This design comes from an exercise in tuning for small area on the open sky130 flow, not from production work.
Only simulation tests tie the RTL to the original design; equivalence was not proved.
The clock cells of runs 8 and 9 come from the design's own scripts or RTL, not from TritonCTS.
The clock port is modelled as an ideal driver, which makes a skipped or thinned clock tree look cheaper than it is; a real chip needs a root buffer or a tree.
Power figures rest on the tool's default switching activity, not on a simulated workload.

==> flow/design.v <==
module stopwatch(
    input            CLOCK_50,
    input      [3:0] KEY,
    input      [9:0] SW,
    output     [6:0] HEX0, HEX1, HEX2, HEX3
);
    function [4:0] digit_next;
        input [3:0] q;
        input en, rst;
        digit_next = {
            (~q[0] & ~q[2] & q[3] & en),
            ~((~q[3] & ~en) | (~q[0] & ~q[1] & en) | (rst)),
            ~((~q[2] & ~en) | (~q[0] & ~q[2]) | (rst) | (q[1] & q[3] & en)),
            (q[1] & ~en & ~rst) | (~q[3] & en & ~rst),
            ~((q[2] & en) | (rst) | (~q[0] & ~en) | (~q[0] & ~q[1]))};
    endfunction
    function [6:0] seg;
        input [3:0] q;
        seg = {
            (~q[2] & ~q[3]) | (q[1] & ~q[3]),
            (q[0] & ~q[2]) | (q[1] & ~q[3]),
            (q[1] & ~q[3]) | (~q[1] & q[3]),
            (q[0] & q[2]) | (q[1] & ~q[3]),
            (q[0] & q[1]),
            (~q[0] & ~q[1] & q[2]),
            (q[0] & q[2]) | (q[1] & ~q[2] & ~q[3])};
    endfunction
    reg [2:0] ss_sync;
    reg [2:0] rst_sync;
    always @(posedge CLOCK_50) begin
        ss_sync  <= {ss_sync[1:0],  KEY[0]};
        rst_sync <= {rst_sync[1:0], KEY[1]};
    end
    wire ss  = ss_sync[1]  & ~ss_sync[2];
    wire rst = rst_sync[1] & ~rst_sync[2];
    reg running;
    always @(posedge CLOCK_50)
        running <= ~rst & (running ^ ss);
    reg [3:0] pre;
    wire [3:0] q = pre;
    wire run = running;
    wire tick = (q[0] & ~q[1] & q[3]);
    always @(posedge CLOCK_50)
        pre <= {~((~q[3] & ~run) | (q[3] & run) | (rst) | (q[0] & ~q[1] & q[3])), (q[2] & ~run & ~rst) | (~q[0] & run & ~rst), (q[1] & ~run & ~rst) | (q[2] & run & ~rst), (q[0] & ~q[3] & ~run & ~rst) | (q[1] & ~rst) | (q[2] & run & ~rst)};
    reg [3:0] d0, d1, d2, d3, d4, d5;
    wire [4:0] n0 = digit_next(d0, tick, rst);
    wire [4:0] n1 = digit_next(d1, n0[4], rst);
    wire [4:0] n2 = digit_next(d2, n1[4], rst);
    wire [4:0] n3 = digit_next(d3, n2[4], rst);
    wire [4:0] n4 = digit_next(d4, n3[4], rst);
    wire [4:0] n5 = digit_next(d5, n4[4], rst);
    always @(posedge CLOCK_50) begin
        d0 <= n0[3:0];
        d1 <= n1[3:0];
        d2 <= n2[3:0];
        d3 <= n3[3:0];
        d4 <= n4[3:0];
        d5 <= n5[3:0];
    end
    assign HEX3 = seg(SW[0] ? d5 : d3);
    assign HEX2 = seg(SW[0] ? d4 : d2);
    assign HEX1 = seg(SW[0] ? d3 : d1);
    assign HEX0 = seg(SW[0] ? d2 : d0);
endmodule
==> flow/flow/run.sh <==
#!/bin/bash
set -euo pipefail
W=$(pwd)
export BUFFER_PORTS_ARGS="-buffer_cell sky130_fd_sc_hd__buf_1"
make -C "$FLOW_HOME" DESIGN_CONFIG="$W/config.mk" WORK_HOME="$W/orfs" CLKGATE_MAP_FILE= \
  SYNTH_SCRIPT="$W/flow/synth.tcl" ADDER_MAP_FILE= finish > "$W/orfs_make.log" 2>&1
R="$W/orfs/results/$FLOW_PLATFORM/stopwatch/base"
: # left out here: write the final layout as DEF
==> flow/flow/abc.script <==
strash
balance -l; resub -K 6 -l; rewrite -l; resub -K 6 -N 2 -l; refactor -l; resub -K 8 -l; balance -l; resub -K 8 -N 2 -l; rewrite -l; resub -K 10 -l; rewrite -z -l; resub -K 10 -N 2 -l; balance -l; resub -K 12 -l; refactor -z -l; resub -K 12 -N 2 -l; rewrite -z -l; balance -l
balance -l; resub -K 6 -l; rewrite -l; resub -K 6 -N 2 -l; refactor -l; resub -K 8 -l; balance -l; resub -K 8 -N 2 -l; rewrite -l; resub -K 10 -l; rewrite -z -l; resub -K 10 -N 2 -l; balance -l; resub -K 12 -l; refactor -z -l; resub -K 12 -N 2 -l; rewrite -z -l; balance -l
dch -f
amap
topo
==> flow/flow/synth.tcl <==
set abc_script_own [file join [file dirname [file normalize [info script]]] abc.script]
proc synth {args} { yosys synth -nofsm -noshare {*}$args }
proc abc {args} {
  set i [lsearch -exact $args -script]
  if {$i >= 0} { set args [lreplace $args $i [expr {$i + 1}] -script $::abc_script_own] }
  set j [lsearch -exact $args -D]
  if {$j >= 0} { set args [lreplace $args $j [expr {$j + 1}]] }
  yosys abc {*}$args
}
source $::env(SCRIPTS_DIR)/synth.tcl
# left out here: clear keep_hierarchy, flatten, clean up, hide names made inside functions, write 1_2_yosys.v
==> flow/standard.sh <==
#!/bin/bash
# synth_recipe.tcl (not shown) runs the flow's synth.tcl, then flattens the netlist and writes it again
# the make line also repeats each setting of config.mk as NAME=value (left out here)
make -C /OpenROAD-flow-scripts/flow DESIGN_CONFIG=/design/flow/config.mk WORK_HOME=/design/flow/orfs CLKGATE_MAP_FILE= SYNTH_SCRIPT=/design/flow/synth_recipe.tcl "${@:-finish}"
==> flow/config.mk <==
export PLATFORM = sky130hd
export DESIGN_NAME = stopwatch
export DESIGN_NICKNAME = stopwatch
export VERILOG_FILES = /design/flow/design.v
export SDC_FILE = /design/flow/constraint.sdc
export NUM_CORES = 4
export LEC_CHECK = 0
export ABC_AREA = 1
export CAP_MARGIN = 20
export CORE_MARGIN = 2
export CORE_UTILIZATION = 40
export SLEW_MARGIN = 20
==> flow/constraint.sdc <==
create_clock -name core_clock -period 5.0 [get_ports {CLOCK_50}]
set_input_delay 1.0000 -clock core_clock [delete_from_list [all_inputs] [get_ports {CLOCK_50}]]
set_output_delay 1.0000 -clock core_clock [all_outputs]
set_load 0.01 [all_outputs]
==> results of run 1 <==
power by group:
part	internal, mW	total [mW]	leakage (nW)	switching [mW]
logic	0.0462	0.120	0.273	0.0743
registers	0.311	0.332	0.287	0.0214
clock network	0.126	0.219	0.0515	0.0935
total	0.482	0.672	0.611	0.189
area by class of cell:
| class | instances | area (um^2) | share of cell area |
|---|---|---|---|
| clock buffer | 8 | 100 | 0.0565 |
| inverter | 23 | 86.3 | 0.0487 |
| multi-input combinational | 128 | 693 | 0.391 |
| tap | 48 | 60.1 | 0.0339 |
| timing repair buffer | 33 | 131 | 0.0742 |
| sequential | 35 | 701 | 0.395 |
logic make-up (layout without fill, tap and decap cells):
logic type,after synthesis,in the layout,synth area share
buffers and inverters,23,64,0.0583
and+or+nand+nor,69,69,0.207
DFF,35,35,0.473
AOI/OAI and AO/OA,59,59,0.261
worst max-delay path, cell delays in order (launching register included):
cell,delay (ns)
dfxtp_1,0.35
nand2_1,0.06
nor2_1,0.24
clkinv_1,0.20
nor3_1,0.56
clkinv_1,0.23
nor2_1,0.21
nand2_1,0.15
clkinv_1,0.12
a21oi_1,0.09
nand2_1,0.15
clkinv_1,0.14
a21oi_1,0.21
nand2_1,0.13
clkinv_1,0.11
a21oi_1,0.09
nand2_1,0.12
clkinv_1,0.14
a2111oi_0,0.37
worst paths after layout:
| check | to | slack (ns) | cells after the start |
|---|---|---|---|
| max | d5[0] | 1.23 | 18 |
| min | rst_sync[1] | 0.33 | 0 |
| max reg2reg | d5[0] | 1.23 | 18 |
| min reg2reg | rst_sync[1] | 0.33 | 0 |
cell usage in the layout, fill, tap and decap left out:
cell	count
a2111oi_0	2
a211oi_1	6
a21oi_1	10
a221oi_1	7
a22oi_1	5
a31oi_1	1
and3_1	4
buf_1	31
buf_4	2
clkbuf_1	1
clkbuf_8	7
clkinv_1	23
dfxtp_1	35
nand2_1	19
nand2b_1	4
nor2_1	26
nor2b_1	2
nor3_1	10
o21a_1	1
o21ai_0	10
o221a_1	1
o22ai_1	16
or2_0	4
per-layer routing:
layer	up-vias	share of wire	GRT usage
met3	2	0.056	0.0590
met1	630	0.50	0.217
met4	0	0.0095	0.0638
met2	37	0.44	0.267
met5	-	0	0
li1	751	-	-
sequential cells by signal, summed over array words and instances (netlist names):
signal and count:
d0 4, d1 4, d2 4, d3 4, d4 4, d5 4, pre 4, rst_sync 3
running 1, ss_sync 3
==> impl_metrics.csv, run 1 <==
group,metric,value,unit
run_status,status,"complete, no violations",
drt,wl,3.05,mm
yosys,syn_inst,186,
yosys,syn_area_per_cell,7.96,um^2
worst_setup_path,critical_path_class,"reg -> reg",
worst_setup_path,start_kind,"flop",
yosys,synth.area.top_cells,"dfxtp_1 47%, o22ai_1 6.8%, nor2_1 6.6%",
floorplan,core.rowCount,22,
job,cap_violations,0,
yosys,synth_top_area_frac,0.473,
worst_setup_path,required,5.17,ns
floorplan,die_w,64.8,um
cts,insertion_delay,0.28,ns
yosys,synth.most_common_cell,"dfxtp_1",
grt,grt_usage,0.171,
grt,grt_overflow_total,0,
timing,min_period,3.77,ns
placed_design,place_area,1670,um^2
yosys,synth-edff-count,0,
cells_and_area,design_area,1770,um^2
cts,cts_buffers,5,
grt,grt_pass1_wl,5.52,mm
floorplan,die-area,4200,um^2
placed_design,dp.cells,267,
placed_design,port_buffers,31,
floorplan,initial_utilization,0.410,
timing,finalHoldViolations,0,
worst_setup_path,crit_fanout,5,
timing,rsz0062_at_grt,"no",
timing,tightest_slew,0.630,ns
worst_hold_path,holdCritStartpoint,"rst_sync[0]",
timing,hold_slack,0.327,ns
cts,cts_buffer_depth,2,
cts,cts-hold-fix-buffers,0,
cts,clk_pin_slew,0.06,ns
worst_hold_path,hp-class,"reg -> reg",
floorplan,core_area,3610,um^2
drt,post_drt_wl_per_cell,11.1,um
cts,h-tree-depth,2,
yosys,synth_largest_area_cell,"dfxtp_1",
grt,grt_pass1_vias,1285,
worst_setup_path,worstSetupStartpoint,"pre[0]",
timing,relSlewSlack,0.577,
cts,post_cts.repair.setup_buffers,0,
worst_setup_path,end_kind,"flop",
drt,ant_nets,0,
timing,setup_tns,0,ns
yosys,synthArstFlopShare,0,
placed_design,gp_congestion,0.767,
cts,clockRootBuffer,"clkbuf_8",
drt,vias_per_cell,5.16,
floorplan,fp.dieH,64.8,um
yosys,yosysUniqueCellTypes,19,
cts,cts_tree,"done",
worst_setup_path,cp.arrival,3.94,ns
power,power.density,379,nW/um^2
grt,antenna_found_initial,0,
timing,finalSetupViolCount,0,
power,max-vdd-ir-drop,0.000195,V
timing,fin_skew,0.00313,ns
yosys,synth_flop_cell,"dfxtp_1",
yosys,synth_area,1480,um^2
yosys,yosys_warnings,1,
drt,drtIter0Drc,72,
cts,ctsResizeCount,0,
yosys,synth_common_cells,"35 x dfxtp_1, 26 x nor2_1, 23 x clkinv_1, 19 x nand2_1, 16 x o22ai_1",
worst_setup_path,worstReg2RegStart,"pre[0]",
cts,cts_sinks,35,
cells_and_area,syn2layout_area_growth,19.7,%
timing,slew_violations,0,
cells_and_area,final_util,0.491,
yosys,synth_nets,201,
drt,drc_errors,0,
floorplan,io_pins,43,
cells_and_area,instances_no_fill,275,
cells_and_area,fillers,375,
power,p_leak,0.611,nW
yosys,ys_ff_latch,35,
timing,setup_slack,1.23,ns
cells_and_area,layout-drive-gt1-share,0.0396,
cells_and_area,layout.nets,241,
timing,finalCritPeriodShare,0.754,
grt,grt_max_degree,28,
power,finalPower,0.672,mW
drt,first_pass_iters,4,
timing,fmax,265,MHz
yosys,yosysSeqAreaShare,0.473,
drt,num_vias,1420,
cells_and_area,n_antenna_cell,0,
placed_design,dp_slack,1.26,ns
placed_design,dp_hpwl,2.25,mm
==> inputs of run 2 (changes only) <==
--- a/flow/config.mk
+++ b/flow/config.mk
@@ -9,4 +9,7 @@
 export CAP_MARGIN = 20
 export CORE_MARGIN = 2
 export CORE_UTILIZATION = 40
+export CTS_BUF_LIST = sky130_fd_sc_hd__clkbuf_4
+export CTS_CLUSTER_DIAMETER = 100
+export CTS_CLUSTER_SIZE = 40
 export SLEW_MARGIN = 20
==> impl_metrics.csv, run 2 <==
group,metric,value,unit
yosys,ys_ff_latch,35,
drt,num_vias,1406,
timing,tightest_slew,0.605,ns
cells_and_area,final_cell_mix,"35 x dfxtp_1, 31 x buf_1, 26 x nor2_1",
floorplan,initial_utilization,0.410,
cts,cts_buffers,5,
grt,grt_pass1_vias,1299,
timing,min_period,3.77,ns
drt,drc_errors,0,
yosys,syn_inst,186,
grt,grt_max_degree,28,
yosys,yosys_warnings,1,
timing,setup_tns,0,ns
floorplan,io_pins,43,
worst_setup_path,start_kind,"flop",
cts,clockRootBuffer,"clkbuf_4",
worst_setup_path,required,5.23,ns
floorplan,die-area,4200,um^2
cells_and_area,layout-drive-gt1-share,0.0352,
power,p_leak,0.591,nW
yosys,synth_top_area_frac,0.473,
worst_hold_path,hp-class,"reg -> reg",
timing,setup_slack,1.23,ns
cts,h-tree-depth,2,
placed_design,port_buffers,31,
drt,first_pass_iters,4,
timing,fmax,265,MHz
drt,ant_nets,0,
yosys,synth_flop_cell,"dfxtp_1",
grt,grt_usage,0.175,
worst_setup_path,crit_fanout,5,
floorplan,core.rowCount,22,
drt,drtIter0Drc,68,
timing,slew_violations,0,
floorplan,die_w,64.8,um
yosys,synth_nets,201,
cells_and_area,syn2layout_area_growth,16.5,%
cts,clk_pin_slew,0.10,ns
run_status,status,"complete, no violations",
drt,post_drt_wl_per_cell,11.6,um
cts,cts_tree,"done",
timing,relSlewSlack,0.594,
timing,finalCritPeriodShare,0.753,
timing,finalHoldViolations,0,
cts,cts_sinks,35,
floorplan,fp.dieH,64.8,um
cts,cts-hold-fix-buffers,0,
power,max-vdd-ir-drop,0.000247,V
grt,grt_overflow_total,0,
yosys,synth-edff-count,0,
yosys,synth.most_common_cell,"dfxtp_1",
placed_design,dp_hpwl,2.25,mm
cts,cts_buffer_depth,2,
worst_setup_path,critical_path_class,"reg -> reg",
drt,vias_per_cell,5.11,
cells_and_area,n_antenna_cell,0,
placed_design,gp_congestion,0.767,
cells_and_area,layout.nets,241,
yosys,synth_area,1480,um^2
worst_setup_path,end_kind,"flop",
worst_setup_path,cp.arrival,3.99,ns
job,cap_violations,0,
yosys,yosysSeqAreaShare,0.473,
yosys,yosysUniqueCellTypes,19,
cts,post_cts.repair.setup_buffers,0,
yosys,synth_largest_area_cell,"dfxtp_1",
floorplan,core_area,3610,um^2
yosys,synth.area.top_cells,"dfxtp_1 47%, o22ai_1 6.8%, nor2_1 6.6%",
timing,fin_skew,0.00154,ns
timing,rsz0062_at_grt,"no",
power,power.density,347,nW/um^2
yosys,synthArstFlopShare,0,
yosys,synth_common_cells,"35 x dfxtp_1, 26 x nor2_1, 23 x clkinv_1, 19 x nand2_1, 16 x o22ai_1",
grt,grt_pass1_wl,5.70,mm
timing,finalSetupViolCount,0,
cts,insertion_delay,0.33,ns
cells_and_area,layout_commonest_cell,"dfxtp_1",
yosys,syn_area_per_cell,7.96,um^2
placed_design,dp_slack,1.26,ns
cts,ctsResizeCount,0,
grt,antenna_found_initial,0,
drt,wl,3.18,mm
==> run 2: cell counts after synthesis <==
No cell type changed its count.
==> run 2: stage by stage <==
stage          hold WS, ns  std cells  cell area [um^2]  utilization  total power [mW]
6_report             0.334        275              1720        0.478             0.599
2_1_floorplan        0.310        186              1480            -             0.422
3_5_place_dp         0.314        267              1670        0.464             0.459
3_3_place_gp         0.310        267              1670        0.464             0.459
5_1_grt              0.350        275              1720        0.478             0.641
4_1_cts              0.338        275              1720        0.478             0.605
==> run 2: worst paths after layout <==
kind	start	to	slack [ns]	depth (start not counted)
min reg2reg	rst_sync[0]	rst_sync[1]	0.33	0
min	rst_sync[0]	rst_sync[1]	0.33	0
max	pre[3]	d5[0]	1.23	18
max reg2reg	pre[3]	d5[0]	1.23	18
==> run 2: layout make-up <==
class | instances | area [um^2]
Tap cell | 48 | 60.1
Multi-Input combinational cell | 128 | 693
Timing Repair Buffer | 33 | 131
Clock buffer | 6 | 45.0
Inverter | 23 | 86.3
Sequential cell | 35 | 701
Fill cell | 378 | 1880
Clock inverter | 2 | 7.51
==> run 2: kinds of logic after synthesis <==
logic type | count (synthesis) | share of synthesized area
buf+inv | 23 | 0.0583
simple gates | 69 | 0.207
flops | 35 | 0.473
compound gates | 59 | 0.261
==> run 2: worst max-delay path, stage by stage (launching register included) <==
cell	delay [ns]
dfxtp_1	0.36
nand2_1	0.06
nor2_1	0.25
clkinv_1	0.20
nor3_1	0.54
clkinv_1	0.23
nor2_1	0.21
nand2_1	0.15
clkinv_1	0.11
a21oi_1	0.09
nand2_1	0.15
clkinv_1	0.14
a21oi_1	0.20
nand2_1	0.13
clkinv_1	0.11
a21oi_1	0.09
nand2_1	0.12
clkinv_1	0.14
a2111oi_0	0.37
==> run 2: layer usage <==
layer,GRT usage,share of wire
met4,0.0638,0.014
met3,0.0486,0.050
met2,0.289,0.45
met1,0.217,0.49
met5,0,0
==> run 2: report_power, final <==
group / total, mW / internal, mW / switching [mW] / leakage [nW]
clock: 0.145 / 0.0574 / 0.0872 / 0.0307
combinational: 0.121 / 0.0462 / 0.0753 / 0.273
sequential: 0.333 / 0.310 / 0.0223 / 0.287
==> inputs of run 3 (changes only) <==
==> flow/run.sh (new file) <==
#!/bin/bash
# synth_recipe.tcl (not shown) runs the flow's synth.tcl, then flattens the netlist and writes it again
# the make line also repeats each setting of config.mk as NAME=value (left out here)
make -C /OpenROAD-flow-scripts/flow DESIGN_CONFIG=/design/flow/config.mk WORK_HOME=/design/flow/orfs CLKGATE_MAP_FILE= SYNTH_SCRIPT=/design/flow/synth_recipe.tcl finish
--- a/flow/config.mk
+++ b/flow/config.mk
@@ -9,7 +9,4 @@
 export CAP_MARGIN = 20
 export CORE_MARGIN = 2
 export CORE_UTILIZATION = 40
-export CTS_BUF_LIST = sky130_fd_sc_hd__clkbuf_4
-export CTS_CLUSTER_DIAMETER = 100
-export CTS_CLUSTER_SIZE = 40
 export SLEW_MARGIN = 20
removed: flow/flow/run.sh
removed: flow/flow/abc.script
removed: flow/flow/synth.tcl
removed: flow/standard.sh
==> impl_metrics.csv, run 3 <==
group,metric,value,unit
run_status,status,"complete, no violations",
cells_and_area,final_cell_mix,"57 x nand2_1, 50 x inv_1, 35 x dfxtp_1",
yosys,synth_top_family_by_area,"simple AND/OR/NAND/NOR gates",
drt,drc_errors,0,
cells_and_area,final_util,0.513,
worst_setup_path,start_kind,"input port",
cells_and_area,layout.nets,319,
timing,finalSetupViolCount,0,
cts,h-tree-depth,2,
placed_design,gp_congestion,0.825,
yosys,yosysSeqAreaShare,0.390,
cts,ctsResizeCount,0,
cts,clk_pin_slew,0.07,ns
grt,globalRouteMet1Util,0.184,
yosys,ys_ff_latch,35,
yosys,muxShareOfSynthArea,0,
yosys,synth-edff-count,0,
yosys,synth_top_area_frac,0.390,
grt,use_met3,0.0456,
yosys,synth_largest_area_cell,"dfxtp_1",
timing,fmax,253,MHz
timing,finalHoldViolations,0,
yosys,yosys_warnings,1,
cts,cts_tree,"done",
timing,slew_violations,0,
worst_hold_path,hp-class,"reg -> reg",
yosys,synth_common_cells,"57 x nand2_1, 50 x inv_1, 35 x dfxtp_1, 31 x o21ai_0, 30 x nor2_1",
cts,cts_sinks,35,
grt,grt_pass1_vias,1542,
grt,grt_usage,0.156,
timing,tightest_slew,0.452,ns
yosys,synth_compound_area_frac,0.171,
yosys,synthArstFlopShare,0,
yosys,syn_inst,266,
cts,cts_buffers,5,
power,power.density,301,nW/um^2
cts,cts-hold-fix-buffers,0,
job,cap_violations,0,
cells_and_area,design_area,2230,um^2
drt,num_vias,1688,
yosys,yosys.area_share.simple,0.288,
drt,drtIter0Drc,74,
power,p_leak,1.01,nW
cells_and_area,n_antenna_cell,0,
floorplan,initial_utilization,0.413,
floorplan,core_area,4350,um^2
floorplan,io_pins,43,
drt,first_pass_iters,4,
yosys,synth_xor_area_frac,0,
grt,grt_pass1_wl,6.29,mm
cts,clockRootBuffer,"clkbuf_8",
cells_and_area,layout-drive-gt1-share,0.0631,
placed_design,dp_hpwl,2.63,mm
grt,grt.busiest_layer,"met2",
power,finalPower,0.673,mW
worst_setup_path,critical_path_class,"in -> out",
floorplan,die_w,71.0,um
timing,finalCritPeriodShare,0.790,
grt,grt_max_degree,33,
cells_and_area,layout_commonest_cell,"nand2_1",
drt,wl,3.60,mm
timing,hold_slack,0.330,ns
grt,antenna_found_initial,0,
timing,fin_skew,0.00735,ns
grt,grt_use_met2,0.264,
worst_setup_path,crit_fanout,32,
yosys,synth.area.top_cells,"dfxtp_1 39%, nand2_1 12%, inv_1 10%",
yosys,synth_flop_cell,"dfxtp_1",
yosys,synth_area,1800,um^2
drt,ant_nets,0,
timing,setup_tns,0,ns
floorplan,core.rowCount,24,
worst_setup_path,end_kind,"output pin",
yosys,syn_area_per_cell,6.75,um^2
placed_design,place_area,2150,um^2
cells_and_area,syn2layout_area_growth,24.4,%
drt,post_drt_wl_per_cell,10.2,um
worst_setup_path,cp.arrival,2.95,ns
floorplan,die-area,5040,um^2
timing,min_period,3.95,ns
yosys,synth.most_common_cell,"nand2_1",
grt,grt_overflow_total,0,
yosys,synth_fa_ha_area_frac,0.0279,
floorplan,fp.dieH,71.0,um
drt,vias_per_cell,4.78,
cts,cts_buffer_depth,2,
yosys,synth_nets,285,
worst_setup_path,required,4.00,ns
timing,relSlewSlack,0.698,
cts,post_cts.repair.setup_buffers,0,
power,max-vdd-ir-drop,0.000232,V
yosys,yosysUniqueCellTypes,25,
timing,rsz0062_at_grt,"no",
cts,insertion_delay,0.28,ns
cells_and_area,fillers,419,
placed_design,port_buffers,31,
[run 3: layout make-up]
| type | count | area, um^2 | area share |
|---|---|---|---|
| inverters | 50 | 188 | 0.0840 |
| flip-flops and latches | 35 | 701 | 0.314 |
| clock buffers | 7 | 76.3 | 0.0342 |
| multi-input cells | 175 | 875 | 0.391 |
| clock inverters | 1 | 5.00 | 0.00224 |
| well taps | 52 | 65.1 | 0.0291 |
| repair buffers | 33 | 325 | 0.146 |
[run 3: kinds of logic (layout without fill, tap and decap cells)]
logic type	Yosys count	count (layout)
AOI/OAI and AO/OA	56	56
adders and majority gates	4	4
buffers and inverters	56	91
DFF	35	35
and+or+nand+nor	115	115
[run 3: path summary, 6_finish.rpt]
kind	from	endpoint	slack [ns]	cells after the start
worst max-delay path	SW[0]	HEX2[5]	1.05	8
worst min-delay path	ss_sync[0]	ss_sync[1]	0.33	0
worst max register to register	pre[0]	d5[3]	3.43	7
worst min register to register	ss_sync[0]	ss_sync[1]	0.33	0
[run 3: where the power goes]
| part | switching, mW | internal [mW] |
|---|---|---|
| combinational | 0.0784 | 0.0697 |
| clock | 0.0956 | 0.0976 |
| sequential | 0.0242 | 0.307 |
[run 3: per-stage QoR]
step / instances / setup slack (ns)
floorplan: 266 / 2.13
global placement: 345 / 1.06
detailed placement: 345 / 1.06
CTS: 353 / 1.05
global route: 353 / 0.889
finish: 353 / 1.05
[run 3: layer usage]
layer | routed length [um] | vias up
met5 | 0 | -
li1 | - | 905
met3 | 193 | 6
met4 | 60 | 0
met2 | 1640 | 37
met1 | 1710 | 740
[run 3: critical path, stage by stage]
cell	delay [ns]
clkdlybuf4s50_1	0.40
buf_4	0.22
o21ai_0	0.33
inv_1	0.11
ha_1	0.21
inv_1	0.08
o21ai_0	0.09
clkdlybuf4s50_1	0.50
==> inputs of run 4 (changes only) <==
--- a/flow/design.v
+++ b/flow/design.v
@@ -8,22 +8,22 @@
         input [3:0] q;
         input en, rst;
         digit_next = {
-            (~q[0] & ~q[2] & q[3] & en),
-            ~((~q[3] & ~en) | (~q[0] & ~q[1] & en) | (rst)),
-            ~((~q[2] & ~en) | (~q[0] & ~q[2]) | (rst) | (q[1] & q[3] & en)),
-            (q[1] & ~en & ~rst) | (~q[3] & en & ~rst),
-            ~((q[2] & en) | (rst) | (~q[0] & ~en) | (~q[0] & ~q[1]))};
+            (~q[1] & q[2] & ~q[3] & en),
+            ~((~q[1] & ~q[3]) | (~q[2] & en) | (rst) | (~q[3] & ~en)),
+            (q[2] & ~en & ~rst) | (q[0] & en & ~rst) | (~q[2] & q[3] & en & ~rst),
+            ~((~q[1] & ~en) | (q[2] & en) | (rst) | (q[0] & ~q[1])),
+            (q[0] & ~en & ~rst) | (q[1] & en & ~rst)};
     endfunction
     function [6:0] seg;
         input [3:0] q;
         seg = {
-            (~q[2] & ~q[3]) | (q[1] & ~q[3]),
-            (q[0] & ~q[2]) | (q[1] & ~q[3]),
-            (q[1] & ~q[3]) | (~q[1] & q[3]),
-            (q[0] & q[2]) | (q[1] & ~q[3]),
-            (q[0] & q[1]),
-            (~q[0] & ~q[1] & q[2]),
-            (q[0] & q[2]) | (q[1] & ~q[2] & ~q[3])};
+            (~q[0] & q[1]) | (~q[1] & ~q[2] & ~q[3]),
+            (q[1]),
+            (~q[0] & q[1]) | (q[2]),
+            (~q[0] & q[1]) | (q[0] & ~q[1] & q[2]),
+            (q[0] & q[1] & ~q[2]),
+            (~q[0] & q[3]),
+            (~q[0] & q[1] & ~q[2]) | (q[0] & ~q[1] & q[2])};
     endfunction
     reg [2:0] ss_sync;
     reg [2:0] rst_sync;
==> flow/flow/run.sh (new file) <==
#!/bin/bash
set -euo pipefail
W=$(pwd)
export BUFFER_PORTS_ARGS="-buffer_cell sky130_fd_sc_hd__buf_1"
export CTS_ARGS="-sink_clustering_enable -repair_clock_nets -buf_list sky130_fd_sc_hd__clkbuf_4 -dont_use_dummy_load"
make -C "$FLOW_HOME" DESIGN_CONFIG="$W/config.mk" WORK_HOME="$W/orfs" CLKGATE_MAP_FILE= \
  SYNTH_SCRIPT="$W/flow/synth.tcl" ADDER_MAP_FILE= finish > "$W/orfs_make.log" 2>&1
R="$W/orfs/results/$FLOW_PLATFORM/stopwatch/base"
: # left out here: write the final layout as DEF
==> flow/flow/abc.script (new file) <==
strash
balance -l; resub -K 6 -l; rewrite -l; resub -K 6 -N 2 -l; refactor -l; resub -K 8 -l; balance -l; resub -K 8 -N 2 -l; rewrite -l; resub -K 10 -l; rewrite -z -l; resub -K 10 -N 2 -l; balance -l; resub -K 12 -l; refactor -z -l; resub -K 12 -N 2 -l; rewrite -z -l; balance -l
balance -l; resub -K 6 -l; rewrite -l; resub -K 6 -N 2 -l; refactor -l; resub -K 8 -l; balance -l; resub -K 8 -N 2 -l; rewrite -l; resub -K 10 -l; rewrite -z -l; resub -K 10 -N 2 -l; balance -l; resub -K 12 -l; refactor -z -l; resub -K 12 -N 2 -l; rewrite -z -l; balance -l
dch -f
amap
topo
==> flow/flow/synth.tcl (new file) <==
set abc_script_own [file join [file dirname [file normalize [info script]]] abc.script]
proc synth {args} { yosys synth -nofsm -noshare {*}$args }
proc abc {args} {
  set i [lsearch -exact $args -script]
  if {$i >= 0} { set args [lreplace $args $i [expr {$i + 1}] -script $::abc_script_own] }
  set j [lsearch -exact $args -D]
  if {$j >= 0} { set args [lreplace $args $j [expr {$j + 1}]] }
  yosys abc {*}$args
}
source $::env(SCRIPTS_DIR)/synth.tcl
# left out here: clear keep_hierarchy, flatten, clean up, hide names made inside functions, write 1_2_yosys.v
==> flow/standard.sh (new file) <==
#!/bin/bash
# synth_recipe.tcl (not shown) runs the flow's synth.tcl, then flattens the netlist and writes it again
# the make line also repeats each setting of config.mk as NAME=value (left out here)
make -C /OpenROAD-flow-scripts/flow DESIGN_CONFIG=/design/flow/config.mk WORK_HOME=/design/flow/orfs CLKGATE_MAP_FILE= SYNTH_SCRIPT=/design/flow/synth_recipe.tcl "${@:-finish}"
--- a/flow/config.mk
+++ b/flow/config.mk
@@ -9,4 +9,5 @@
 export CAP_MARGIN = 20
 export CORE_MARGIN = 2
 export CORE_UTILIZATION = 40
+export GPL_TIMING_DRIVEN = 0
 export SLEW_MARGIN = 20
removed: flow/run.sh
==> impl_metrics.csv, run 4 <==
group,metric,value,unit
run_status,status,"complete, no violations",
cts,cts_tree,"done",
drt,drtIter0Drc,50,
cts,cts_buffers,5,
drt,vias_per_cell,5.23,
floorplan,die_w,64.9,um
yosys,ys_ff_latch,35,
timing,min_period,4.26,ns
worst_setup_path,reg2regPathDepth,16,
drt,ant_nets,0,
drt,num_vias,1428,
yosys,yosysUniqueCellTypes,20,
placed_design,dp.cells,268,
placed_design,gp_congestion,0.775,
grt,grt_pass1_wl,4.96,mm
cts,h-tree-depth,2,
yosys,synth_top_area_frac,0.472,
yosys,synth_flop_cell,"dfxtp_1",
placed_design,port_buffers,31,
timing,tightest_slew,0.705,ns
timing,finalCritPeriodShare,0.852,
cts,cts_sinks,35,
worst_setup_path,end_kind,"output pin",
worst_setup_path,required,4.00,ns
power,max-vdd-ir-drop,0.000188,V
worst_setup_path,critical_path_class,"in -> out",
drt,first_pass_iters,4,
grt,grt_usage,0.153,
yosys,synth_nets,203,
timing,hold_slack,0.335,ns
timing,relSlewSlack,0.530,
yosys,yosysSeqAreaShare,0.472,
cells_and_area,syn2layout_area_growth,16.4,%
floorplan,io_pins,43,
yosys,syn_inst,188,
yosys,syn_area_per_cell,7.89,um^2
cts,insertion_delay,0.33,ns
timing,setup_tns,0,ns
cells_and_area,fillers,378,
timing,rsz0062_at_grt,"no",
floorplan,die-area,4210,um^2
yosys,synth.area.top_cells,"dfxtp_1 47%, nor2_1 8.3%, o22ai_1 6.7%",
cells_and_area,n_antenna_cell,0,
cells_and_area,layout-drive-gt1-share,0.0400,
yosys,synthArstFlopShare,0,
cts,clk_pin_slew,0.10,ns
timing,finalSetupViolCount,0,
worst_setup_path,crit_fanout,17,
power,power.density,345,nW/um^2
cells_and_area,layout_commonest_cell,"dfxtp_1",
timing,fmax,235,MHz
floorplan,initial_utilization,0.412,
floorplan,fp.dieH,64.9,um
worst_setup_path,start_kind,"input port",
floorplan,core_area,3610,um^2
grt,grt_overflow_total,0,
cells_and_area,layout.nets,242,
worst_setup_path,reg2reg_setup_slack,0.75,ns
yosys,synth_common_cells,"35 x dfxtp_1, 33 x nor2_1, 24 x clkinv_1, 16 x o22ai_1",
placed_design,dp_hpwl,2.28,mm
timing,setup_slack,0.738,ns
drt,wl,3.17,mm
cells_and_area,final_cell_mix,"35 x dfxtp_1, 33 x nor2_1, 31 x buf_1",
yosys,yosys_warnings,1,
yosys,synth-edff-count,0,
placed_design,dp_slack,0.232,ns
job,cap_violations,0,
cts,post_cts.repair.setup_buffers,0,
floorplan,core.rowCount,22,
yosys,synth_area,1480,um^2
yosys,synth.most_common_cell,"dfxtp_1",
timing,finalHoldViolations,0,
drt,drc_errors,0,
drt,post_drt_wl_per_cell,11.6,um
grt,grt_pass1_vias,1123,
cts,cts_buffer_depth,2,
cts,clockRootBuffer,"clkbuf_4",
power,p_leak,0.598,nW
grt,grt_max_degree,18,
timing,slew_violations,0,
grt,antenna_found_initial,0,
worst_hold_path,hold_depth,0,
worst_setup_path,cp.arrival,3.26,ns
cells_and_area,instances_no_fill,273,
yosys,synth_largest_area_cell,"dfxtp_1",
worst_hold_path,hp-class,"reg -> reg",
timing,fin_skew,0.0165,ns
## run 4: repair_timing
action | in CTS | in global routing
setup endpoints to repair | 0 | 4
hold buffers | 0 | 0
resized for setup | 0 | 2
## run 4: kinds of logic after synthesis
family,Yosys count,share of synthesized area
simple gates,65,0.188
compound gates,64,0.279
flops,35,0.472
buf+inv,24,0.0607
## run 4: worst paths after layout
path	startpoint	end
min reg2reg	ss_sync[0]	ss_sync[1]
min	ss_sync[0]	ss_sync[1]
max reg2reg	pre[0]	d5[2]
max	SW[0]	HEX3[3]
## run 4: layout make-up
cell class	count	area, um^2	share of cell area
Tap cell	48	60.1	0.0348
Multi-Input combinational cell	129	708	0.410
Sequential cell	35	701	0.406
Timing Repair Buffer	32	131	0.0760
Clock buffer	5	37.5	0.0217
Inverter	24	90.1	0.0521
## run 4: critical path, stage by stage
cell and delay, ns:
buf_1 0.52, clkinv_1 0.59, o22a_1 0.38, o21ai_0 0.31
clkinv_1 0.14, o22ai_1 0.14, buf_1 0.17
## run 4: where the power goes
group	internal (mW)	leakage, nW	total [mW]	switching [mW]
sequential	0.308	0.286	0.335	0.0274
clock	0.0469	0.0230	0.129	0.0822
combinational	0.0484	0.289	0.131	0.0828
## run 4: layer usage
layer,wire (um),global-route usage
met2,1330,0.216
met1,1680,0.210
met4,19,0.0718
met5,0,0
met3,138,0.0469
## run 4: per-stage QoR
| stage | util | cell area, um^2 | power (mW) |
|---|---|---|---|
| finish | 0.479 | 1730 | 0.596 |
| global route | 0.479 | 1730 | 0.637 |
| CTS | 0.476 | 1720 | 0.601 |
| detailed placement | 0.465 | 1680 | 0.469 |
| global placement | 0.460 | 1660 | 0.467 |
| floorplan | - | 1480 | 0.427 |
==> inputs of run 5 (changes only) <==
--- a/flow/flow/run.sh
+++ b/flow/flow/run.sh
@@ -1,4 +1,7 @@
 #!/bin/bash
+# Own layout flow: the standard ORFS flow with these changes.
+#  2. Port buffers are sky130_fd_sc_hd__buf_1 (every port still gets a buffer).
+#  3. Clock tree: clkbuf_4 buffers, no dummy loads (CTS_ARGS).
 set -euo pipefail
 W=$(pwd)
 export BUFFER_PORTS_ARGS="-buffer_cell sky130_fd_sc_hd__buf_1"
==> impl_metrics.csv, run 5 <==
group,metric,value,unit
cells_and_area,syn2layout_area_growth,16.4,%
worst_setup_path,cpMaxStageDelayCell,"clkinv_1",
cells_and_area,design_area,1730,um^2
cells_and_area,layout.nets,242,
drt,vias_per_cell,5.23,
grt,antenna_found_initial,0,
floorplan,initial_utilization,0.412,
yosys,synth.most_common_cell,"dfxtp_1",
power,p_clk_frac,0.217,
yosys,synth_flop_cell,"dfxtp_1",
worst_setup_path,worstSetupStartpoint,"SW[0]",
worst_hold_path,hp-class,"reg -> reg",
placed_design,dp_slack,0.232,ns
placed_design,port_buffers,31,
worst_setup_path,critical_path_class,"in -> out",
power,max-vdd-ir-drop,0.000188,V
timing,setup_tns,0,ns
placed_design,place_area,1680,um^2
timing,tightest_slew,0.705,ns
drt,ant_nets,0,
yosys,syn_inst,188,
drt,num_vias,1428,
cts,cts_buffers,5,
cts,cts_buffer_depth,2,
worst_setup_path,worstReg2RegStart,"pre[0]",
timing,min_period,4.26,ns
worst_hold_path,holdCritStartpoint,"ss_sync[0]",
worst_setup_path,cp.arrival,3.26,ns
grt,grt_usage,0.153,
floorplan,core.rowCount,22,
worst_setup_path,reg2reg_setup_slack,0.75,ns
power,power.density,345,nW/um^2
yosys,yosysSeqAreaShare,0.472,
floorplan,io_pins,43,
cells_and_area,instances_no_fill,273,
timing,fin_skew,0.0165,ns
worst_setup_path,path_delay_family,"buffers and inverters",
cts,clockRootBuffer,"clkbuf_4",
placed_design,dp_hpwl,2.28,mm
yosys,synth_top_area_frac,0.472,
worst_hold_path,hold_depth,0,
floorplan,fp.dieH,64.9,um
cts,insertion_delay,0.33,ns
power,switchingPower,0.192,mW
worst_setup_path,max_stage_delay,0.59,ns
cts,cts_sinks,35,
power,p_int,0.403,mW
grt,grt_overflow_total,0,
timing,finalSetupViolCount,0,
worst_setup_path,required,4.00,ns
cells_and_area,layout_commonest_cell,"dfxtp_1",
grt,grt_pass1_wl,4.96,mm
cts,post_cts.repair.setup_buffers,0,
cells_and_area,final_cell_mix,"35 x dfxtp_1, 33 x nor2_1, 31 x buf_1",
power,swShare,0.323,
timing,slew_violations,0,
worst_setup_path,start_kind,"input port",
yosys,syn_area_per_cell,7.89,um^2
floorplan,die_w,64.9,um
grt,grt_max_degree,18,
timing,rsz0062_at_grt,"no",
yosys,synth.area.top_cells,"dfxtp_1 47%, nor2_1 8.3%, o22ai_1 6.7%",
power,finalPower,0.596,mW
cts,cts-hold-fix-buffers,0,
yosys,yosys_warnings,1,
yosys,synth_largest_area_cell,"dfxtp_1",
yosys,synthArstFlopShare,0,
placed_design,gp_congestion,0.775,
yosys,synth-edff-count,0,
drt,wl,3.17,mm
floorplan,die-area,4210,um^2
worst_setup_path,end_kind,"output pin",
timing,finalHoldViolations,0,
worst_setup_path,crit_fanout,17,
grt,grt_pass1_vias,1123,
yosys,synth_common_cells,"35 x dfxtp_1, 33 x nor2_1, 24 x clkinv_1, 16 x o22ai_1",
cts,h-tree-depth,2,
timing,setup_slack,0.738,ns
worst_setup_path,reg2regPathDepth,16,
drt,first_pass_iters,4,
cts,cts_tree,"done",
timing,fmax,235,MHz
drt,drc_errors,0,
timing,finalCritPeriodShare,0.852,
yosys,synth_nets,203,
timing,relSlewSlack,0.530,
worst_setup_path,r2r_end,"d5[2]",
drt,drtIter0Drc,50,
yosys,synth_area,1480,um^2
cells_and_area,n_antenna_cell,0,
cts,ctsResizeCount,0,
power,combPwrFrac,0.220,
worst_setup_path,crit_chain,"buf_1 > clkinv_1 > o22a_1 > o21ai_0 > clkinv_1 > o22ai_1 > buf_1",
placed_design,dp.cells,268,
power,p_seq_frac,0.563,
power,p_leak,0.598,nW
yosys,yosysUniqueCellTypes,20,
worst_setup_path,crit_buf_inv,4,
yosys,ys_ff_latch,35,
job,cap_violations,0,
cells_and_area,layout-drive-gt1-share,0.0400,
run_status,status,"complete, no violations",
cts,clk_pin_slew,0.10,ns
floorplan,core_area,3610,um^2
worst_hold_path,whs_endpoint,"ss_sync[1]",
drt,post_drt_wl_per_cell,11.6,um
-- run 5: cell type report --
type	instances	area, um^2
Fill cell	378	1880
Multi-Input combinational cell	129	708
Sequential cell	35	701
Timing Repair Buffer	32	131
Inverter	24	90.1
Tap cell	48	60.1
Clock buffer	5	37.5
-- run 5: power by group through the flow --
| stage | combinational (mW) | sequential, mW | clock, mW |
|---|---|---|---|
| floorplan | 0.0946 | 0.333 | 0 |
| global placement | 0.127 | 0.340 | 0 |
| detailed placement | 0.129 | 0.340 | 0 |
| CTS | 0.130 | 0.334 | 0.137 |
| global route | 0.148 | 0.338 | 0.151 |
| finish | 0.131 | 0.335 | 0.129 |
-- run 5: cells by family (layout without fill, tap and decap cells) --
family | count (synthesis) | after routing | synth area share
and+or+nand+nor | 65 | 65 | 0.188
buffers and inverters | 24 | 61 | 0.0607
DFF | 35 | 35 | 0.472
AOI/OAI and AO/OA | 64 | 64 | 0.279
-- run 5: through the flow --
step	hold WS [ns]	util
after CTS	0.339	0.476
after global routing	0.351	0.479
final	0.335	0.479
after detailed placement	0.314	0.465
after floorplan	0.310	-
after global placement	0.310	0.460
-- run 5: layer usage --
layer	vias up	track usage	wire, um
met2	30	0.216	1330
met1	639	0.210	1680
li1	757	-	-
met4	0	0.0718	19
met3	2	0.0469	138
met5	-	0	0
-- run 5: worst max-delay path by stage --
stage / endpoint / cells past startpoint
3_5_place_dp: d5[2] / 16
4_1_cts: d5[2] / 16
2_1_floorplan: d5[2] / 16
6_report: HEX3[3] / 7
5_1_grt: d5[2] / 16
3_3_place_gp: d5[3] / 16
==> inputs of run 6 (changes only) <==
==> flow/flow/run.sh (replaced) <==
#!/bin/bash
# Own layout flow: the standard ORFS flow with these changes.
#  2. Port buffers are sky130_fd_sc_hd__buf_1 (every port still gets a buffer).
#  3. Clock tree: flow/cts_pre.tcl replaces TritonCTS with two clkbuf_8
#     buffers, each driving the clock pins of one half of the flip-flops.
set -euo pipefail
W=$(pwd)
export BUFFER_PORTS_ARGS="-buffer_cell sky130_fd_sc_hd__buf_1"
export PRE_CTS_TCL="$W/flow/cts_pre.tcl"
export OWN_CLKBUF=sky130_fd_sc_hd__clkbuf_8
export OWN_CLKBUF_LEVELS=1
make -C "$FLOW_HOME" DESIGN_CONFIG="$W/config.mk" WORK_HOME="$W/orfs" CLKGATE_MAP_FILE= \
  SYNTH_SCRIPT="$W/flow/synth.tcl" ADDER_MAP_FILE= finish > "$W/orfs_make.log" 2>&1
R="$W/orfs/results/$FLOW_PLATFORM/stopwatch/base"
: # left out here: write the final layout as DEF
==> flow/flow/cts_pre.tcl (new file) <==
set own_clkbuf_cell sky130_fd_sc_hd__clkbuf_4
set own_clkbuf_levels 2
if {[info exists ::env(OWN_CLKBUF)]} { set own_clkbuf_cell $::env(OWN_CLKBUF) }
if {[info exists ::env(OWN_CLKBUF_LEVELS)]} { set own_clkbuf_levels $::env(OWN_CLKBUF_LEVELS) }

proc own_bisect {items level} {
  if {$level == 0 || [llength $items] < 2} { return [list $items] }
  set axis [expr {$level % 2}]
  set s [lsort -integer -index $axis $items]
  set h [expr {[llength $s] / 2}]
  return [concat [own_bisect [lrange $s 0 [expr {$h - 1}]] [expr {$level - 1}]] \
                 [own_bisect [lrange $s $h end] [expr {$level - 1}]]]
}

proc clock_tree_synthesis {args} {
  set db [ord::get_db]
  set block [ord::get_db_block]
  set master [$db findMaster $::own_clkbuf_cell]
  set clk_net [[[$block findBTerm CLOCK_50] getNet] getName]
  set clk_net [$block findNet $clk_net]
  set keyed {}
  foreach it [$clk_net getITerms] {
    if {[$it isInputSignal]} {
      set box [[$it getInst] getBBox]
      lappend keyed [list [expr {([$box xMin] + [$box xMax]) / 2}] \
                          [expr {([$box yMin] + [$box yMax]) / 2}] $it]
    }
  }
  set g 0
  foreach grp [own_bisect $keyed $::own_clkbuf_levels] {
    set sx 0; set sy 0
    foreach k $grp { incr sx [lindex $k 0]; incr sy [lindex $k 1] }
    set cx [expr {$sx / [llength $grp]}]
    set cy [expr {$sy / [llength $grp]}]
    set net [odb::dbNet_create $block "clknet_own_$g"]
    $net setSigType CLOCK
    set inst [odb::dbInst_create $block $master "clkbuf_own_$g"]
    $inst setLocation $cx $cy
    $inst setPlacementStatus PLACED
    [$inst findITerm A] connect $clk_net
    [$inst findITerm X] connect $net
    foreach k $grp {
      set it [lindex $k 2]
      $it disconnect
      $it connect $net
    }
    incr g
  }
  puts "own clock tree: $g x $::own_clkbuf_cell for [llength $keyed] flip-flops"
  set_propagated_clock [all_clocks]
}
--- a/flow/config.mk
+++ b/flow/config.mk
@@ -6,8 +6,8 @@
 export NUM_CORES = 4
 export LEC_CHECK = 0
 export ABC_AREA = 1
-export CAP_MARGIN = 20
+export CAP_MARGIN = 0
 export CORE_MARGIN = 2
 export CORE_UTILIZATION = 40
 export GPL_TIMING_DRIVEN = 0
-export SLEW_MARGIN = 20
+export SLEW_MARGIN = 0
==> impl_metrics.csv, run 6 <==
group,metric,value,unit
yosys,synth.area.top_cells,"dfxtp_1 47%, nor2_1 8.3%, o22ai_1 6.7%",
placed_design,place_area,1660,um^2
yosys,yosysUniqueCellTypes,20,
placed_design,dp_hpwl,2.24,mm
run_status,status,"stopped before the end",
yosys,synth_common_cells,"35 x dfxtp_1, 33 x nor2_1, 24 x clkinv_1, 16 x o22ai_1",
placed_design,dp.cells,267,
floorplan,die_w,64.9,um
yosys,synthArstFlopShare,0,
yosys,synth-edff-count,0,
yosys,syn_inst,188,
floorplan,core.rowCount,22,
yosys,synth_flop_cell,"dfxtp_1",
floorplan,fp.dieH,64.9,um
placed_design,gp_congestion,0.775,
yosys,syn_area_per_cell,7.89,um^2
yosys,synth_top_area_frac,0.472,
yosys,synth.most_common_cell,"dfxtp_1",
yosys,synth_nets,203,
placed_design,port_buffers,31,
yosys,yosys_warnings,1,
floorplan,initial_utilization,0.412,
yosys,yosysSeqAreaShare,0.472,
yosys,synth_area,1480,um^2
run_status,first-error,"Error: cts.tcl, 36 can't read \"::own_clkbuf_cell\": no such variable",
run_status,failing_step,"4_1_cts",
floorplan,io_pins,43,
yosys,synth_largest_area_cell,"dfxtp_1",
yosys,ys_ff_latch,35,
[run 6: cell counts after synthesis]
No cell type changed its count.
[run 6: power groups by stage]
| stage | registers, mW | clock network (mW) | logic (mW) |
|---|---|---|---|
| after floorplan | 0.333 | 0 | 0.0946 |
| after global placement | 0.340 | 0 | 0.127 |
| after detailed placement | 0.340 | 0 | 0.128 |
[run 6: cell families after synthesis]
group                  after synthesis  synth area share
AND/OR/NAND/NOR                     65             0.188
AO/OA/AOI/OAI                       64             0.279
flip-flops                          35             0.472
buffers and inverters               24            0.0607
[run 6: how the worst min path moves through the flow]
| stage | slack [ns] | endpoint | cells past startpoint |
|---|---|---|---|
| after floorplan | 0.31 | rst_sync[1] | 0 |
| after detailed placement | 0.31 | ss_sync[1] | 0 |
| after global placement | 0.31 | rst_sync[1] | 0 |
[run 6: through the flow]
stage,setup slack (ns),hold slack [ns],utilization,power [mW]
2_1_floorplan,1.14,0.310,-,0.427
3_3_place_gp,0.216,0.310,0.460,0.467
3_5_place_dp,0.255,0.314,0.461,0.468
==> inputs of run 7 (changes only) <==
--- a/flow/config.mk
+++ b/flow/config.mk
@@ -6,8 +6,8 @@
 export NUM_CORES = 4
 export LEC_CHECK = 0
 export ABC_AREA = 1
-export CAP_MARGIN = 0
+export CAP_MARGIN = 20
 export CORE_MARGIN = 2
 export CORE_UTILIZATION = 40
 export GPL_TIMING_DRIVEN = 0
-export SLEW_MARGIN = 0
+export SLEW_MARGIN = 20
==> impl_metrics.csv, run 7 <==
group,metric,value,unit
yosys,synth_top_area_frac,0.472,
yosys,synth.most_common_cell,"dfxtp_1",
yosys,synthArstFlopShare,0,
yosys,yosys_warnings,1,
yosys,yosysUniqueCellTypes,20,
yosys,synth.area.top_cells,"dfxtp_1 47%, nor2_1 8.3%, o22ai_1 6.7%",
run_status,failing_step,"4_1_cts",
floorplan,io_pins,43,
floorplan,initial_utilization,0.412,
yosys,synth_largest_area_cell,"dfxtp_1",
placed_design,dp.cells,268,
yosys,synth-edff-count,0,
run_status,first-error,"Error: cts.tcl, 36 can't read \"::own_clkbuf_cell\": no such variable",
floorplan,core.rowCount,22,
floorplan,die_w,64.9,um
yosys,yosysSeqAreaShare,0.472,
yosys,syn_area_per_cell,7.89,um^2
placed_design,dp_slack,0.232,ns
run_status,status,"stopped before the end",
yosys,synth_area,1480,um^2
placed_design,gp_congestion,0.775,
yosys,synth_flop_cell,"dfxtp_1",
placed_design,dp_hpwl,2.28,mm
yosys,ys_ff_latch,35,
floorplan,fp.dieH,64.9,um
yosys,synth_common_cells,"35 x dfxtp_1, 33 x nor2_1, 24 x clkinv_1, 16 x o22ai_1",
yosys,synth_nets,203,
placed_design,place_area,1680,um^2
placed_design,port_buffers,31,
yosys,syn_inst,188,
==> run 7: cell counts after synthesis <==
Identical to the previous run, type by type.
==> run 7: cells by family after synthesis <==
family / Yosys count / synth area share
buffers and inverters: 24 / 0.0607
and+or+nand+nor: 65 / 0.188
DFF: 35 / 0.472
AOI/OAI and AO/OA: 64 / 0.279
==> run 7: power by group through the flow <==
stage / combinational (mW) / clock, mW / sequential [mW]
3_5_place_dp: 0.129 / 0 / 0.340
2_1_floorplan: 0.0946 / 0 / 0.333
3_3_place_gp: 0.127 / 0 / 0.340
==> run 7: worst min-delay path by stage <==
stage	start	end	slack, ns	cells past startpoint
2_1_floorplan	rst_sync[0]	rst_sync[1]	0.31	0
3_3_place_gp	rst_sync[0]	rst_sync[1]	0.31	0
3_5_place_dp	ss_sync[0]	ss_sync[1]	0.31	0
==> inputs of run 8 (changes only) <==
--- a/flow/flow/cts_pre.tcl
+++ b/flow/flow/cts_pre.tcl
@@ -1,7 +1,7 @@
-set own_clkbuf_cell sky130_fd_sc_hd__clkbuf_4
-set own_clkbuf_levels 2
-if {[info exists ::env(OWN_CLKBUF)]} { set own_clkbuf_cell $::env(OWN_CLKBUF) }
-if {[info exists ::env(OWN_CLKBUF_LEVELS)]} { set own_clkbuf_levels $::env(OWN_CLKBUF_LEVELS) }
+set ::own_clkbuf_cell sky130_fd_sc_hd__clkbuf_4
+set ::own_clkbuf_levels 2
+if {[info exists ::env(OWN_CLKBUF)]} { set ::own_clkbuf_cell $::env(OWN_CLKBUF) }
+if {[info exists ::env(OWN_CLKBUF_LEVELS)]} { set ::own_clkbuf_levels $::env(OWN_CLKBUF_LEVELS) }
 
 proc own_bisect {items level} {
   if {$level == 0 || [llength $items] < 2} { return [list $items] }
==> impl_metrics.csv, run 8 <==
group,metric,value,unit
timing,rsz0062_at_grt,"no",
yosys,synth_top_area_frac,0.472,
cells_and_area,layout.nets,239,
worst_setup_path,required,5.08,ns
cells_and_area,syn2layout_area_growth,15.8,%
cells_and_area,layout_commonest_cell,"dfxtp_1",
yosys,yosysSeqAreaShare,0.472,
cts,ctsResizeCount,0,
placed_design,port_buffers,31,
drt,top_layer_used,"met4",
grt,antenna_found_initial,0,
placed_design,dp.cells,268,
yosys,synth.area.top_cells,"dfxtp_1 47%, nor2_1 8.3%, o22ai_1 6.7%",
worst_setup_path,worstReg2RegStart,"pre[0]",
floorplan,io_pins,43,
worst_setup_path,cp.arrival,4.34,ns
timing,hold_slack,0.337,ns
drt,num_vias,1429,
yosys,synth.most_common_cell,"dfxtp_1",
worst_setup_path,crit_buf_inv,5,
cells_and_area,n_antenna_cell,0,
drt,wl,3.08,mm
job,cap_violations,0,
worst_setup_path,max_stage_delay,0.50,ns
yosys,synth_area,1480,um^2
timing,setup_tns,0,ns
cells_and_area,final_cell_mix,"35 x dfxtp_1, 33 x nor2_1, 31 x buf_1",
yosys,synthArstFlopShare,0,
floorplan,fp.dieH,64.9,um
placed_design,gp_congestion,0.775,
drt,drtIter0Drc,41,
worst_setup_path,crit_fanout,8,
power,max-vdd-ir-drop,0.0000983,V
cells_and_area,instances_no_fill,270,
yosys,synth-edff-count,0,
worst_hold_path,hp-class,"reg -> reg",
worst_setup_path,end_kind,"flop",
timing,fin_skew,0.00295,ns
drt,first_pass_iters,4,
power,power.density,334,nW/um^2
yosys,synth_common_cells,"35 x dfxtp_1, 33 x nor2_1, 24 x clkinv_1, 16 x o22ai_1",
worst_setup_path,path_delay_family,"simple AND/OR/NAND/NOR gates",
worst_setup_path,worstSetupStartpoint,"pre[0]",
yosys,synth_nets,203,
power,finalPower,0.573,mW
grt,grt_overflow_total,0,
floorplan,core_area,3610,um^2
grt,grt_pass1_wl,4.81,mm
cts,cts-hold-fix-buffers,0,
floorplan,initial_utilization,0.412,
floorplan,die_w,64.9,um
timing,finalCritPeriodShare,0.853,
worst_setup_path,cpMaxStageDelayCell,"nor4_2",
timing,finalHoldViolations,0,
grt,grt_pass1_vias,1091,
placed_design,dp_slack,0.232,ns
yosys,syn_inst,188,
worst_setup_path,cpMostUsedCell,"clkinv_1",
grt,grt_max_degree,19,
worst_setup_path,crit_chain,"nand2_1 > nor2_1 > clkinv_1 > nor4_2 > clkinv_1 > nor4_2 > clkinv_1 > nor4_1 > clkinv_1 > nor2_1 > nand2_1 > nor2_1 > nand2_1 > clkinv_1 > nor2_1 > o32ai_1",
drt,post_drt_wl_per_cell,11.4,um
yosys,synth_largest_area_cell,"dfxtp_1",
yosys,ys_ff_latch,35,
drt,routedLengthMet1,1.62,mm
timing,relSlewSlack,0.533,
drt,dr_wl_met3,119,um
drt,ant_nets,0,
timing,fmax,234,MHz
timing,tightest_slew,0.700,ns
drt,vias_per_cell,5.29,
yosys,syn_area_per_cell,7.89,um^2
yosys,synth_flop_cell,"dfxtp_1",
drt,drc_errors,0,
placed_design,dp_hpwl,2.28,mm
power,p_leak,0.589,nW
grt,grt_usage,0.135,
cts,insertion_delay,0.16,ns
timing,finalSetupViolCount,0,
floorplan,die-area,4210,um^2
timing,min_period,4.27,ns
cells_and_area,fillers,375,
cells_and_area,layout-drive-gt1-share,0.0270,
drt,dr_wl_met2,1.30,mm
timing,slew_violations,0,
cells_and_area,final_util,0.476,
worst_setup_path,critical_path_class,"reg -> reg",
worst_setup_path,start_kind,"flop",
yosys,yosys_warnings,1,
floorplan,core.rowCount,22,
cts,post_cts.repair.setup_buffers,0,
yosys,yosysUniqueCellTypes,20,
cts,clk_pin_slew,0.10,ns
timing,setup_slack,0.735,ns
run_status,status,"complete, no violations",
placed_design,place_area,1680,um^2
worst_hold_path,holdCritStartpoint,"ss_sync[0]",
cells_and_area,design_area,1720,um^2
==> run 8: cell counts after synthesis <==
No cell type changed its count.
==> run 8: cells by family (layout without fill, tap and decap cells) <==
logic type	Yosys count	in the layout	synth area share
DFF	35	35	0.472
and+or+nand+nor	65	65	0.188
buffers and inverters	24	58	0.0607
AOI/OAI and AO/OA	64	64	0.279
==> run 8: report_power, final <==
part | switching (mW) | internal (mW) | total, mW
Clock | 0.0694 | 0.0373 | 0.107
Combinational | 0.0827 | 0.0484 | 0.131
Sequential | 0.0275 | 0.308 | 0.335
==> run 8: final cells by class <==
class	instances	area, um^2	area share
plain buffers	2	27.5	0.0160
inverters	24	90.1	0.0524
multi-input cells	129	708	0.412
flip-flops and latches	35	701	0.408
well taps	48	60.1	0.0350
repair buffers	32	131	0.0765
==> run 8: per-layer routing <==
layer,GRT usage,vias to the layer above
li1,-,748
met1,0.205,648
met2,0.218,31
met3,0.00694,2
met4,0.0133,0
met5,0,-
==> run 8: path summary, 6_finish.rpt <==
kind | end | slack (ns) | cells after the start
worst max register to register | d5[2] | 0.73 | 16
worst min-delay path | ss_sync[1] | 0.34 | 0
worst min register to register | ss_sync[1] | 0.34 | 0
worst max-delay path | d5[2] | 0.73 | 16
==> inputs of run 9 (changes only) <==
--- a/flow/config.mk
+++ b/flow/config.mk
@@ -6,8 +6,8 @@
 export NUM_CORES = 4
 export LEC_CHECK = 0
 export ABC_AREA = 1
-export CAP_MARGIN = 20
+export CAP_MARGIN = 0
 export CORE_MARGIN = 2
 export CORE_UTILIZATION = 40
 export GPL_TIMING_DRIVEN = 0
-export SLEW_MARGIN = 20
+export SLEW_MARGIN = 0
==> impl_metrics.csv, run 9 <==
group,metric,value,unit
run_status,status,"complete, no violations",
yosys,synth_top_family_by_area,"compound AO/OA/AOI/OAI gates",
timing,fmax,234,MHz
yosys,yosys.area_share.simple,0.188,
grt,grt_pass1_wl,5.05,mm
yosys,synth_top_area_frac,0.472,
grt,grt_usage,0.143,
floorplan,core_area,3610,um^2
worst_setup_path,start_kind,"input port",
grt,grt_pass1_vias,1132,
timing,finalHoldViolations,0,
timing,slew_violations,0,
timing,finalCritPeriodShare,0.853,
grt,antenna_found_initial,0,
drt,post_drt_wl_per_cell,11.5,um
floorplan,die-area,4210,um^2
floorplan,io_pins,43,
worst_setup_path,crit_fanout,17,
cells_and_area,layout.nets,238,
yosys,synth_largest_area_cell,"dfxtp_1",
worst_setup_path,cpMaxStageDelayCell,"clkinv_1",
yosys,synth_fa_ha_area_frac,0,
drt,wl,3.11,mm
power,switchingPower,0.180,mW
yosys,yosysUniqueCellTypes,20,
yosys,synth_flop_cell,"dfxtp_1",
yosys,syn_inst,188,
power,p_seq_frac,0.586,
yosys,synth_area,1480,um^2
yosys,muxShareOfSynthArea,0,
job,cap_violations,0,
power,swShare,0.314,
worst_setup_path,max_stage_delay,0.60,ns
drt,drtIter0Drc,63,
yosys,synth.area.top_cells,"dfxtp_1 47%, nor2_1 8.3%, o22ai_1 6.7%",
power,p_int,0.392,mW
power,max-vdd-ir-drop,0.0000955,V
power,p_leak,0.582,nW
yosys,synth_compound_area_frac,0.279,
cells_and_area,final_cell_mix,"35 x dfxtp_1, 33 x nor2_1, 31 x buf_1",
cts,clk_pin_slew,0.10,ns
cells_and_area,layout_commonest_cell,"dfxtp_1",
worst_setup_path,critical_path_class,"in -> out",
yosys,synthArstFlopShare,0,
cells_and_area,multiInputGateArea,708,um^2
yosys,synth_common_cells,"35 x dfxtp_1, 33 x nor2_1, 24 x clkinv_1, 16 x o22ai_1",
timing,fin_skew,0.00578,ns
timing,setup_tns,0,ns
drt,num_vias,1423,
timing,tightest_slew,0.938,ns
floorplan,core.rowCount,22,
yosys,ys_ff_latch,35,
floorplan,fp.dieH,64.9,um
yosys,synth-edff-count,0,
worst_hold_path,hold_depth,0,
power,combPwrFrac,0.227,
floorplan,initial_utilization,0.412,
cts,insertion_delay,0.16,ns
worst_setup_path,cp.arrival,3.27,ns
yosys,synth_xor_area_frac,0,
worst_hold_path,hp-class,"reg -> reg",
power,p_clk_frac,0.186,
worst_setup_path,crit_chain,"buf_1 > clkinv_1 > o22a_1 > o21ai_0 > clkinv_1 > o22ai_1 > buf_1",
worst_setup_path,reg2reg_setup_slack,0.77,ns
yosys,yosysSeqAreaShare,0.472,
timing,relSlewSlack,0.372,
placed_design,dp_hpwl,2.24,mm
drt,ant_nets,0,
floorplan,die_w,64.9,um
drt,vias_per_cell,5.29,
drt,first_pass_iters,4,
yosys,syn_area_per_cell,7.89,um^2
power,power.density,336,nW/um^2
yosys,yosys_warnings,1,
worst_setup_path,end_kind,"output pin",
yosys,synth.most_common_cell,"dfxtp_1",
cells_and_area,layout-drive-gt1-share,0.0226,
cells_and_area,fillers,386,
worst_setup_path,reg2regPathDepth,16,
timing,hold_slack,0.337,ns
cells_and_area,n_antenna_cell,0,
cells_and_area,syn2layout_area_growth,14.8,%
placed_design,gp_congestion,0.775,
grt,grt_overflow_total,0,
drt,drc_errors,0,
cells_and_area,seq_area,701,um^2
yosys,synth_nets,203,
grt,grt_max_degree,24,
timing,finalSetupViolCount,0,
placed_design,port_buffers,31,
timing,min_period,4.27,ns
worst_setup_path,required,4.00,ns
timing,rsz0062_at_grt,"no",
[run 9: logic make-up (layout without fill, tap and decap cells)]
logic type | Yosys count | count (layout)
simple gates | 65 | 65
flops | 35 | 35
compound gates | 64 | 64
buf+inv | 24 | 57
[run 9: per-stage QoR]
stage | total power [mW] | util | std cells | worst slack (ns) | area [um^2]
floorplan | 0.427 | - | 188 | 1.14 | 1480
global placement | 0.467 | 0.460 | 267 | 0.216 | 1660
detailed placement | 0.468 | 0.461 | 267 | 0.255 | 1660
CTS | 0.575 | 0.469 | 269 | 0.227 | 1690
global route | 0.610 | 0.472 | 269 | 0.264 | 1700
finish | 0.572 | 0.472 | 269 | 0.735 | 1700
[run 9: critical path: cells and delay by family]
kind	cells	cell delay [ns]
AO/OA/AOI/OAI	3	0.84
buffers and inverters	4	1.43
[run 9: path summary, 6_finish.rpt]
| path | from | endpoint |
|---|---|---|
| worst max-delay path | SW[0] | HEX0[3] |
| worst min-delay path | ss_sync[0] | ss_sync[1] |
| worst max register to register | pre[0] | d5[3] |
| worst min register to register | ss_sync[0] | ss_sync[1] |
[run 9: final cells by class]
| class | instances | share of cell area |
|---|---|---|
| repair buffers | 31 | 0.0683 |
| plain buffers | 2 | 0.0162 |
| inverters | 24 | 0.0529 |
| multi-input cells | 129 | 0.416 |
| flip-flops and latches | 35 | 0.411 |
| well taps | 48 | 0.0353 |
[run 9: metal layers]
metal  share of wire  track usage  up-vias
met4           0.010       0.0133        0
met2            0.42        0.226       29
met5               0            0        -
met1            0.53        0.222      634
li1                -            -      757
met3           0.038      0.00694        3
[run 9: power by group through the flow]
stage / logic (mW) / clock network, mW / registers [mW]
3_3_place_gp: 0.127 / 0 / 0.340
5_1_grt: 0.147 / 0.124 / 0.338
4_1_cts: 0.128 / 0.113 / 0.334
3_5_place_dp: 0.128 / 0 / 0.340
2_1_floorplan: 0.0946 / 0 / 0.333
6_report: 0.130 / 0.107 / 0.336
[run 9: repair_timing]
item / in CTS / in global routing
resized for setup: 0 / 2
buffers inserted: 0 / 0
hold buffers: 0 / 0
setup endpoints to repair: 0 / 4

## port drivers added, routing unchanged
No port has a modelled driver above. Below, the same layouts with a new extraction and two added sets of constraints.
Step 1 sets driving cells, clkbuf_16 on the clock port and buf_2 on the other inputs (assumed; they add their load-dependent delay and slew).
Step 2 adds t to the input delays and takes it off the output delays; t is the mean of the earliest and latest rising clock arrival at the registers after step 1. Input paths then give back, and output paths get back, about the clock's delay inside the block.
Three values: no drivers, after step 1, after step 2; two values: the first two.
| run | shift t [ns] | setup WS [ns] | worst hold slack (ns) | worst slew at a driven data input, ns |
|---|---|---|---|---|
| run 1 | 0.301 | 1.229 / 1.229 / 1.229 | 0.327 / 0.327 / 0.327 | 0.03 |
| run 2 | 0.353 | 1.233 / 1.233 / 1.233 | 0.334 / 0.334 / 0.334 | 0.03 |
| run 3 | 0.306 | 1.052 / 1.029 / 1.029 | 0.330 / 0.330 / 0.330 | 0.03 |
| run 4 | 0.348 | 0.738 / 0.709 / 0.709 | 0.335 / 0.335 / 0.335 | 0.03 |
| run 5 | 0.348 | 0.738 / 0.709 / 0.709 | 0.335 / 0.335 / 0.335 | 0.03 |
| run 8 | 0.194 | 0.735 / 0.719 / 0.719 | 0.337 / 0.337 / 0.337 | 0.03 |
| run 9 | 0.194 | 0.735 / 0.707 / 0.707 | 0.337 / 0.337 / 0.337 | 0.03 |
After both steps setup and hold are still met in every run listed.
